What follows belongs to an exercise in optimizing a design on an open flow for small area, a short achievable clock period and few clock cycles; a production flow would make more cautious choices. At most, simulation tests tie the RTL to the original design; equivalence was not proved.

==> flow/design.v <==
package calc_pkg;
    typedef struct packed {
        logic on;
        logic off;
        logic mem_rc;
        logic mem_sub;
        logic mem_add;
        logic op_percent;
        logic op_sqrt;
        logic op_div;
        logic op_mul;
        logic op_sub;
        logic op_add;
        logic op_eq;
        logic dot;
        logic num_1;
        logic num_2;
        logic num_3;
        logic num_4;
        logic num_5;
        logic num_6;
        logic num_7;
        logic num_8;
        logic num_9;
        logic num_0;
    } buttons_t;
    typedef enum logic [4:0] {
        B_NONE,          
        B_ON,            
        B_OFF,           
        B_MEM_RC,        
        B_MEM_SUB,       
        B_MEM_ADD,       
        B_OP_PERCENT,    
        B_OP_SQRT,       
        B_OP_DIV,        
        B_OP_MUL,        
        B_OP_SUB,        
        B_OP_ADD,        
        B_OP_EQ,         
        B_DOT,           
        B_NUM_1,         
        B_NUM_2,         
        B_NUM_3,         
        B_NUM_4,         
        B_NUM_5,         
        B_NUM_6,         
        B_NUM_7,         
        B_NUM_8,         
        B_NUM_9,         
        B_NUM_0,         
        B_UNKNOWN        
    } active_button_t;
    function automatic logic isNumberButton(active_button_t active_button);
        isNumberButton = ((active_button >= calc_pkg::B_NUM_1) && (active_button <= calc_pkg::B_NUM_0));
    endfunction
    function automatic logic isOpButton(active_button_t active_button);
        isOpButton = ((active_button >= calc_pkg::B_OP_DIV) && (active_button <= calc_pkg::B_OP_ADD));
    endfunction
    function automatic logic isEqButton(active_button_t active_button);
        isEqButton = (active_button == calc_pkg::B_OP_EQ);
    endfunction
    function automatic logic isDotButton(active_button_t active_button);
        isDotButton = (active_button == calc_pkg::B_DOT);
    endfunction
    typedef logic [3:0] bcd_t;
    function automatic logic [6:0] bcd2segments(bcd_t bcd);
        unique case (bcd)
            4'd0: bcd2segments = 7'b1111110;
            4'd1: bcd2segments = 7'b0110000;
            4'd2: bcd2segments = 7'b1101101;
            4'd3: bcd2segments = 7'b1111001;
            4'd4: bcd2segments = 7'b0110011;
            4'd5: bcd2segments = 7'b1011011;
            4'd6: bcd2segments = 7'b1011111;
            4'd7: bcd2segments = 7'b1110000;
            4'd8: bcd2segments = 7'b1111111;
            4'd9: bcd2segments = 7'b1111011;
            default: bcd2segments = 7'bxxxxxxx;
        endcase
    endfunction
    typedef enum logic [1:0] {
        OP_NONE,
        OP_ADD,
        OP_MUL,
        OP_DIV
    } op_t;
    function automatic op_t button2op(active_button_t active_button);
        unique case (active_button)
            calc_pkg::B_OP_DIV: button2op = calc_pkg::OP_DIV;
            calc_pkg::B_OP_MUL: button2op = calc_pkg::OP_MUL;
            calc_pkg::B_OP_SUB: button2op = calc_pkg::OP_ADD;
            calc_pkg::B_OP_ADD: button2op = calc_pkg::OP_ADD;
            default: button2op = calc_pkg::OP_NONE;
        endcase
    endfunction
    function automatic bcd_t button2bcd(active_button_t active_button);
        unique case (active_button)
            calc_pkg::B_NUM_1: button2bcd = 1;
            calc_pkg::B_NUM_2: button2bcd = 2;
            calc_pkg::B_NUM_3: button2bcd = 3;
            calc_pkg::B_NUM_4: button2bcd = 4;
            calc_pkg::B_NUM_5: button2bcd = 5;
            calc_pkg::B_NUM_6: button2bcd = 6;
            calc_pkg::B_NUM_7: button2bcd = 7;
            calc_pkg::B_NUM_8: button2bcd = 8;
            calc_pkg::B_NUM_9: button2bcd = 9;
            calc_pkg::B_NUM_0: button2bcd = 0;
            default: button2bcd = 0;
        endcase
    endfunction
    parameter NumDigits = 8;
    typedef logic unsigned [$clog2(NumDigits)-1:0] exponent_t;
    typedef struct packed {
        logic error;
        logic sign;
        exponent_t exponent;
        bcd_t [NumDigits-1:0] significand;
    } num_t;
    function automatic num_t neg(num_t num);
        neg = num;
        neg.sign = !num.sign;
    endfunction
endpackage
module alu_add (
    input   logic           clk_i,
    input   logic           rst_i,
    input   logic [36:0]    left_i,      
    input   logic [36:0]    right_i,     
    output  logic           in_ready_o,
    input   logic           in_valid_i,
    output  logic [36:0]    result_o,    
    input   logic           out_ready_i,
    output  logic           out_valid_o
);
function automatic logic [3:0] c9(input logic [3:0] y, input logic en);
    c9 = {en ? ~(y[3] | y[2] | y[1]) : y[3], y[2] ^ (en & y[1]), y[1], y[0] ^ en};
endfunction
function automatic logic [3:0] dinc(input logic [3:0] r, input logic c);
    dinc = c ? {(r[3] & ~r[0]) | (r[2] & r[1] & r[0]), r[2] ^ (r[1] & r[0]), (r[1] ^ r[0]) & ~r[3], ~r[0]} : r;
endfunction
logic [31:0] sa, sb, big, sml, sml_sh;
logic [2:0]  ea, eb, er, d;
logic        ga, gb, a_ge, g_big, g_sml, sub;
assign sa = left_i[31:0];
assign sb = right_i[31:0];
assign ea = left_i[34:32];
assign eb = right_i[34:32];
assign ga = left_i[35];
assign gb = right_i[35];
assign a_ge   = (ea >= eb);
assign d      = a_ge ? (ea - eb) : (eb - ea);
assign er     = a_ge ? ea : eb;
assign big    = a_ge ? sa : sb;
assign sml    = a_ge ? sb : sa;
assign g_big  = a_ge ? ga : gb;
assign g_sml  = a_ge ? gb : ga;
assign sub    = ga ^ gb;
assign sml_sh = sml >> {d, 2'b00};
logic [3:0] r0 [8];
logic [4:0] z  [8];
logic [7:0] g, p;
always_comb begin
    for (int i = 0; i < 8; i++) begin
        z[i] = 5'(big[4*i +: 4]) + 5'(c9(sml_sh[4*i +: 4], sub));
        g[i] = z[i][4] | (z[i][3] & (z[i][2] | z[i][1]));
        p[i] = ~z[i][4] & z[i][3] & ~z[i][2] & ~z[i][1] & z[i][0];
        r0[i] = g[i] ? {z[i][3] ^ (z[i][2] | z[i][1]), ~(z[i][2] ^ z[i][1]), ~z[i][1], z[i][0]} : z[i][3:0];
    end
end
logic [8:0] c0, c1;
logic [7:0] gg [4];
logic [7:0] pp [4];
always_comb begin
    gg[0] = g; pp[0] = p;
    for (int l = 0; l < 3; l++) begin
        for (int i = 0; i < 8; i++) begin
            if (i >= (1 << l)) begin
                gg[l+1][i] = gg[l][i] | (pp[l][i] & gg[l][i - (1 << l)]);
                pp[l+1][i] = pp[l][i] & pp[l][i - (1 << l)];
            end else begin
                gg[l+1][i] = gg[l][i];
                pp[l+1][i] = pp[l][i];
            end
        end
    end
    c0[0] = 1'b0;
    c1[0] = 1'b1;
    for (int i = 0; i < 8; i++) begin
        c0[i+1] = gg[3][i];
        c1[i+1] = gg[3][i] | pp[3][i];
    end
end
logic        cy, inc;
logic [31:0] s;
assign cy  = c0[8];
assign inc = sub & cy;
always_comb
    for (int i = 0; i < 8; i++)
        s[4*i +: 4] = dinc(r0[i], c0[i] | (inc & c1[i]));
logic        valid_q;
logic [31:0] s_q;
logic [2:0]  er_q;
logic        sgn_q, cy_q, sub_q;
assign in_ready_o  = !valid_q || out_ready_i;
assign out_valid_o = valid_q;
always_ff @(posedge clk_i) begin
    if (rst_i)
        valid_q <= 1'b0;
    else if (in_ready_o)
        valid_q <= in_valid_i;
end
always_ff @(posedge clk_i) begin
    if (in_ready_o) begin
        s_q   <= s;
        er_q  <= er;
        sgn_q <= sub ? (cy ? g_big : g_sml) : ga;
        cy_q  <= cy;
        sub_q <= sub;
    end
end
logic        neg, shr;
logic [31:0] m;
assign neg = sub_q & ~cy_q;
assign shr = ~sub_q & cy_q;
always_comb
    for (int i = 0; i < 8; i++)
        m[4*i +: 4] = c9(s_q[4*i +: 4], neg);
logic [31:0] n4, n2, n1;
logic [2:0]  e4, e2, e1;
always_comb begin
    n4 = m; e4 = er_q;
    if (er_q[2] && m[31:16] == 16'd0) begin
        n4 = {m[15:0], 16'd0};
        e4 = {1'b0, er_q[1:0]};
    end
    n2 = n4; e2 = e4;
    if (e4 >= 3'd2 && n4[31:24] == 8'd0) begin
        n2 = {n4[23:0], 8'd0};
        e2 = e4 - 3'd2;
    end
    n1 = n2; e1 = e2;
    if (e2 != 3'd0 && n2[31:28] == 4'd0) begin
        n1 = {n2[27:0], 4'd0};
        e1 = e2 - 3'd1;
    end
end
assign result_o = shr ? {er_q == 3'd7, sgn_q, er_q + 3'd1, 4'd1, m[31:4]}
                      : {1'b0, sgn_q & (m != 32'd0), e1, n1};
endmodule
==> flow/config.mk <==
export PLATFORM = sky130hd
export DESIGN_NAME = alu_add
export DESIGN_NICKNAME = alu_add
export VERILOG_FILES = /design/flow/design.v
export SDC_FILE = /design/flow/constraint.sdc
export NUM_CORES = 4
export LEC_CHECK = 0
export CAP_MARGIN = 20
export CORE_MARGIN = 2
export CORE_UTILIZATION = 40
export SETUP_SLACK_MARGIN = 2
export SLEW_MARGIN = 20
==> flow/constraint.sdc <==
create_clock -name core_clock -period 10.0 [get_ports {clk_i}]
set_input_delay 2.0000 -clock core_clock [delete_from_list [all_inputs] [get_ports {clk_i}]]
set_output_delay 2.0000 -clock core_clock [all_outputs]
set_load 0.01 [all_outputs]
standard.sh (not shown) runs the stock make flow with config.mk's settings and CLKGATE_MAP_FILE= SYNTH_SCRIPT=/design/flow/synth_recipe.tcl, a recipe that flattens the netlist after the stock synthesis.
==> flow/flow/run.sh <==
#!/bin/bash
# Standard ORFS layout, with ports buffered by buf_1 cells instead of clkdlybuf4s50_1.
set -euo pipefail
bash standard.sh 'BUFFER_PORTS_ARGS=-buffer_cell sky130_fd_sc_hd__buf_1' finish > standard.log 2>&1
Edit:
--- a/flow/design.v
+++ b/flow/design.v
@@ -218,33 +218,35 @@
         cy_q  <= cy;
         sub_q <= sub;
     end
 end
 logic        neg, shr;
-logic [31:0] m;
-assign neg = sub_q & ~cy_q;
-assign shr = ~sub_q & cy_q;
-always_comb
+logic [7:0]  zd;         
+logic [8:1]  kt;         
+logic [7:0]  lzt;        
+logic [2:0]  k;
+logic [31:0] h4, h2, h1, m;
+logic [3:0]  fill;
+assign neg  = sub_q & ~cy_q;
+assign shr  = ~sub_q & cy_q;
+assign fill = {neg, 2'b00, neg};
+always_comb begin
     for (int i = 0; i < 8; i++)
-        m[4*i +: 4] = c9(s_q[4*i +: 4], neg);
-logic [31:0] n4, n2, n1;
-logic [2:0]  e4, e2, e1;
-always_comb begin
-    n4 = m; e4 = er_q;
-    if (er_q[2] && m[31:16] == 16'd0) begin
-        n4 = {m[15:0], 16'd0};
-        e4 = {1'b0, er_q[1:0]};
-    end
-    n2 = n4; e2 = e4;
-    if (e4 >= 3'd2 && n4[31:24] == 8'd0) begin
-        n2 = {n4[23:0], 8'd0};
-        e2 = e4 - 3'd2;
-    end
-    n1 = n2; e1 = e2;
-    if (e2 != 3'd0 && n2[31:28] == 4'd0) begin
-        n1 = {n2[27:0], 4'd0};
-        e1 = e2 - 3'd1;
-    end
-end
-assign result_o = shr ? {er_q == 3'd7, sgn_q, er_q + 3'd1, 4'd1, m[31:4]}
-                      : {1'b0, sgn_q & (m != 32'd0), e1, n1};
+        zd[i] = (s_q[4*i +: 4] == fill);
+    lzt[0] = 1'b1;
+    for (int j = 1; j <= 7; j++) begin
+        lzt[j] = lzt[j-1] & zd[8-j];
+        kt[j] = lzt[j] && (er_q >= 3'(j));
+    end
+    kt[8] = 1'b0;
+    k[2] = kt[4];
+    k[1] = kt[6] | (kt[2] & ~kt[4]);
+    k[0] = kt[7] | (kt[5] & ~kt[6]) | (kt[3] & ~kt[4]) | (kt[1] & ~kt[2]);
+    h4 = k[2] ? {s_q[15:0], {4{fill}}} : s_q;
+    h2 = k[1] ? {h4[23:0], {2{fill}}} : h4;
+    h1 = k[0] ? {h2[27:0], fill} : h2;
+    for (int i = 0; i < 8; i++)
+        m[4*i +: 4] = c9(h1[4*i +: 4], neg);
+end
+assign result_o = shr ? {er_q == 3'd7, sgn_q, er_q + 3'd1, 4'd1, s_q[31:4]}
+                      : {1'b0, sgn_q & ~(&zd), er_q - k, m};
 endmodule
Result: The new run completed without violations. Fmax is lower slightly. Final area goes up by a few percent. Area after synthesis rose by a few percent. Via count goes up by a few percent. Worst setup slack loses 0.026 ns.
No run of this note included a check of the RTL's function; only the layout flow was run.

old:
Another version of the RTL of alu_add (not shown whole).
Size: about 1600 cells after synthesis, about 120 I/O pins, roughly 10000 µm² of cells after synthesis.
==> module alu_add, before the edit <==
module alu_add (
    input   logic           clk_i,
    input   logic           rst_i,
    input   logic [36:0]    left_i,      
    input   logic [36:0]    right_i,     
    output  logic           in_ready_o,
    input   logic           in_valid_i,
    output  logic [36:0]    result_o,    
    input   logic           out_ready_i,
    output  logic           out_valid_o
);
function automatic logic [3:0] c9(input logic [3:0] y, input logic en);
    c9 = {en ? ~(y[3] | y[2] | y[1]) : y[3], y[2] ^ (en & y[1]), y[1], y[0] ^ en};
endfunction
function automatic logic [3:0] dinc(input logic [3:0] r, input logic c);
    dinc = c ? {(r[3] & ~r[0]) | (r[2] & r[1] & r[0]), r[2] ^ (r[1] & r[0]), (r[1] ^ r[0]) & ~r[3], ~r[0]} : r;
endfunction
logic v1_q, v2_q, en1, en2;
assign en2         = !v2_q || out_ready_i;
assign en1         = !v1_q || en2;
assign in_ready_o  = en1;
assign out_valid_o = v2_q;
always_ff @(posedge clk_i) begin
    if (rst_i) begin
        v1_q <= 1'b0;
        v2_q <= 1'b0;
    end else begin
        if (en1) v1_q <= in_valid_i;
        if (en2) v2_q <= v1_q;
    end
end
logic [31:0] sa, sb, xa, xb;
logic [2:0]  ea, eb, er, dab, dba, sha, shb;
logic        ga, gb, a_lt, sub;
assign sa = left_i[31:0];
assign sb = right_i[31:0];
assign ea = left_i[34:32];
assign eb = right_i[34:32];
assign ga = left_i[35];
assign gb = right_i[35];
assign a_lt = (ea < eb);
assign dab  = ea - eb;
assign dba  = eb - ea;
assign sha  = a_lt ? dba : 3'd0;
assign shb  = a_lt ? 3'd0 : dab;
assign er   = a_lt ? eb : ea;
assign sub  = ga ^ gb;
assign xa   = sa >> {sha, 2'b00};
assign xb   = sb >> {shb, 2'b00};
logic [4:0] z  [8];
logic [3:0] xk [8];
logic [3:0] xh [8];
logic [4:0] xc [8];
always_comb begin
    for (int i = 0; i < 8; i++) begin
        xk[i] = xa[4*i +: 4] & c9(xb[4*i +: 4], sub);
        xh[i] = xa[4*i +: 4] ^ c9(xb[4*i +: 4], sub);
        xc[i][0] = 1'b0;
        xc[i][1] = xk[i][0];
        xc[i][2] = xk[i][1] | (xh[i][1] & xk[i][0]);
        xc[i][3] = xk[i][2] | (xh[i][2] & xk[i][1]) | (xh[i][2] & xh[i][1] & xk[i][0]);
        xc[i][4] = xk[i][3] | (xh[i][3] & xk[i][2]) | (xh[i][3] & xh[i][2] & xk[i][1])
                 | (xh[i][3] & xh[i][2] & xh[i][1] & xk[i][0]);
        z[i] = {xc[i][4], xh[i] ^ xc[i][3:0]};
    end
end
logic [4:0] z_q [8];
logic [2:0] er_q;
logic       sub_q, ga_q, gb_q;
always_ff @(posedge clk_i) begin
    if (en1) begin
        for (int i = 0; i < 8; i++) z_q[i] <= z[i];
        er_q   <= er;
        sub_q  <= sub;
        ga_q   <= ga;
        gb_q   <= gb;
    end
end
logic [3:0] r0 [8];
logic [7:0] g, p;
always_comb begin
    for (int i = 0; i < 8; i++) begin
        g[i] = z_q[i][4] | (z_q[i][3] & (z_q[i][2] | z_q[i][1]));
        p[i] = ~z_q[i][4] & z_q[i][3] & ~z_q[i][2] & ~z_q[i][1] & z_q[i][0];
        r0[i] = g[i] ? {z_q[i][3] ^ (z_q[i][2] | z_q[i][1]), ~(z_q[i][2] ^ z_q[i][1]), ~z_q[i][1], z_q[i][0]}
                     : z_q[i][3:0];
    end
end
logic [8:0] c0, c1;
logic [7:0] gg [4];
logic [7:0] pp [4];
always_comb begin
    gg[0] = g; pp[0] = p;
    for (int l = 0; l < 3; l++) begin
        for (int i = 0; i < 8; i++) begin
            if (i >= (1 << l)) begin
                gg[l+1][i] = gg[l][i] | (pp[l][i] & gg[l][i - (1 << l)]);
                pp[l+1][i] = pp[l][i] & pp[l][i - (1 << l)];
            end else begin
                gg[l+1][i] = gg[l][i];
                pp[l+1][i] = pp[l][i];
            end
        end
    end
    c0[0] = 1'b0;
    c1[0] = 1'b1;
    for (int i = 0; i < 8; i++) begin
        c0[i+1] = gg[3][i];
        c1[i+1] = gg[3][i] | pp[3][i];
    end
end
logic        cy, inc, neg, shr;
logic [31:0] s;
assign cy  = c0[8];
assign inc = sub_q & cy;
assign neg = sub_q & ~cy;
assign shr = ~sub_q & cy;
always_comb
    for (int i = 0; i < 8; i++)
        s[4*i +: 4] = dinc(r0[i], c0[i] | (inc & c1[i]));
logic [7:0]  zd;         
logic [7:0]  lzt;        
logic [8:1]  kt;         
logic [2:0]  k;
logic [31:0] h4, h2, h1, m;
logic [3:0]  fill;
assign fill = {neg, 2'b00, neg};
always_comb begin
    for (int i = 0; i < 8; i++)
        zd[i] = (s[4*i +: 4] == fill);
    lzt[0] = 1'b1;
    for (int j = 1; j <= 7; j++) begin
        lzt[j] = lzt[j-1] & zd[8-j];
        kt[j] = lzt[j] && (er_q >= 3'(j));
    end
    kt[8] = 1'b0;
    k[2] = kt[4];
    k[1] = kt[6] | (kt[2] & ~kt[4]);
    k[0] = kt[7] | (kt[5] & ~kt[6]) | (kt[3] & ~kt[4]) | (kt[1] & ~kt[2]);
    h4 = k[2] ? {s[15:0], {4{fill}}} : s;
    h2 = k[1] ? {h4[23:0], {2{fill}}} : h4;
    h1 = k[0] ? {h2[27:0], fill} : h2;
    for (int i = 0; i < 8; i++)
        m[4*i +: 4] = c9(h1[4*i +: 4], neg);
end
logic [36:0] res;
assign res = shr ? {er_q == 3'd7, ga_q, er_q + 3'd1, 4'd1, s[31:4]}
                 : {1'b0, (neg ? gb_q : ga_q) & ~(&zd), er_q - k, m};
logic [36:0] r2_q;
always_ff @(posedge clk_i)
    if (en2) r2_q <= res;
assign result_o = r2_q;
endmodule
Settings: LEC_CHECK=0, ABC_AREA=1, CAP_MARGIN=20, CORE_MARGIN=2, CORE_UTILIZATION=40, SETUP_SLACK_MARGIN=4.5, SLEW_MARGIN=20; clock period 10.0 ns.
Scripts as last shown in full above: flow/flow/run.sh
Testbench counts of old, summed over its fixed seeds: cycles 3,216.
diff inputs: old => new
-- flow/design.v --
<<< old, line 154
    end
end
logic [31:0] sa, sb, xa, xb;
logic [2:0]  ea, eb, er, dab, dba, sha, shb;
logic        ga, gb, a_lt, sub;
assign sa = left_i[31:0];
assign sb = right_i[31:0];
>>> new, line 154
    end
end
logic [31:0] sa, sb, big, sml, sml_sh;
logic [2:0]  ea, eb, er, d;
logic        ga, gb, a_ge, g_big, g_sml, sub;
assign sa = left_i[31:0];
assign sb = right_i[31:0];
<<< old, line 163
assign ga = left_i[35];
assign gb = right_i[35];
assign a_lt = (ea < eb);
assign dab  = ea - eb;
assign dba  = eb - ea;
assign sha  = a_lt ? dba : 3'd0;
assign shb  = a_lt ? 3'd0 : dab;
assign er   = a_lt ? eb : ea;
assign sub  = ga ^ gb;
assign xa   = sa >> {sha, 2'b00};
assign xb   = sb >> {shb, 2'b00};
logic [4:0] z  [8];
logic [3:0] xk [8];
>>> new, line 163
assign ga = left_i[35];
assign gb = right_i[35];
assign a_ge   = (ea >= eb);
assign d      = a_ge ? (ea - eb) : (eb - ea);
assign er     = a_ge ? ea : eb;
assign big    = a_ge ? sa : sb;
assign sml    = a_ge ? sb : sa;
assign g_big  = a_ge ? ga : gb;
assign g_sml  = a_ge ? gb : ga;
assign sub    = ga ^ gb;
assign sml_sh = sml >> {d, 2'b00};
logic [4:0] z  [8];
logic [3:0] xk [8];
<<< old, line 178
always_comb begin
    for (int i = 0; i < 8; i++) begin
        xk[i] = xa[4*i +: 4] & c9(xb[4*i +: 4], sub);
        xh[i] = xa[4*i +: 4] ^ c9(xb[4*i +: 4], sub);
        xc[i][0] = 1'b0;
        xc[i][1] = xk[i][0];
>>> new, line 178
always_comb begin
    for (int i = 0; i < 8; i++) begin
        xk[i] = big[4*i +: 4] & c9(sml_sh[4*i +: 4], sub);
        xh[i] = big[4*i +: 4] ^ c9(sml_sh[4*i +: 4], sub);
        xc[i][0] = 1'b0;
        xc[i][1] = xk[i][0];
<<< old, line 191
logic [4:0] z_q [8];
logic [2:0] er_q;
logic       sub_q, ga_q, gb_q;
always_ff @(posedge clk_i) begin
    if (en1) begin
>>> new, line 191
logic [4:0] z_q [8];
logic [2:0] er_q;
logic       sub_q, gbig_q, gsml_q;
always_ff @(posedge clk_i) begin
    if (en1) begin
<<< old, line 197
        er_q   <= er;
        sub_q  <= sub;
        ga_q   <= ga;
        gb_q   <= gb;
    end
end
>>> new, line 197
        er_q   <= er;
        sub_q  <= sub;
        gbig_q <= g_big;
        gsml_q <= g_sml;
    end
end
<<< old, line 269
end
logic [36:0] res;
assign res = shr ? {er_q == 3'd7, ga_q, er_q + 3'd1, 4'd1, s[31:4]}
                 : {1'b0, (neg ? gb_q : ga_q) & ~(&zd), er_q - k, m};
logic [36:0] r2_q;
always_ff @(posedge clk_i)
>>> new, line 269
end
logic [36:0] res;
assign res = shr ? {er_q == 3'd7, gbig_q, er_q + 3'd1, 4'd1, s[31:4]}
                 : {1'b0, (neg ? gsml_q : gbig_q) & ~(&zd), er_q - k, m};
logic [36:0] r2_q;
always_ff @(posedge clk_i)
Findings:
- Layout-stage area growth over the synthesis result (lower): old
- new — sum of routed wire segments on met1 about 1.7% higher, old as reference
- Between new and old, it is new whose wire length is higher, by about 3.5%.
- Diff old..new | setup slack | negligible
- On maximum operating frequency, new tracks old almost exactly.
- In the floorplan summary, new is listed with a die area less than that of old.
Testbench counts of new, summed over its fixed seeds: cycles 3,216.

static timing again, ports no longer ideal:
Ports are ideal in the flow. The routed layouts listed here were re-timed in OpenROAD. Step 1 sets driving cells, clkbuf_16 on the clock port and buf_2 on the other inputs (assumed; they add their load-dependent delay and slew). Step 2 also shifts input and output timing later by t, the mid clock arrival at the registers, as if the neighbouring blocks saw the same clock. Three values: no drivers, after step 1, after step 2; two values: the first two.
run | shift t [ns] | slack for setup (ns) | hold slack, ns | worst slew at a driven data input, ns
the first run of note 1 | 0.317 | 2.368 / 2.380 / 2.064 | 1.146 / 1.146 / 1.146 | 0.04
the second run of note 1 | 0.308 | 2.342 / 2.355 / 2.047 | 0.885 / 0.885 / 0.885 | 0.04
old | 0.398 | 4.705 / 4.729 / 4.331 | 0.467 / 0.467 / 0.467 | 0.03
new | 0.396 | 4.707 / 4.728 / 4.332 | 0.460 / 0.460 / 0.460 | 0.04
After both steps setup and hold are still met in every run listed. The setup slack of new, which loses most, moves by +0.021 ns with the drivers and by -0.375 ns with both steps.
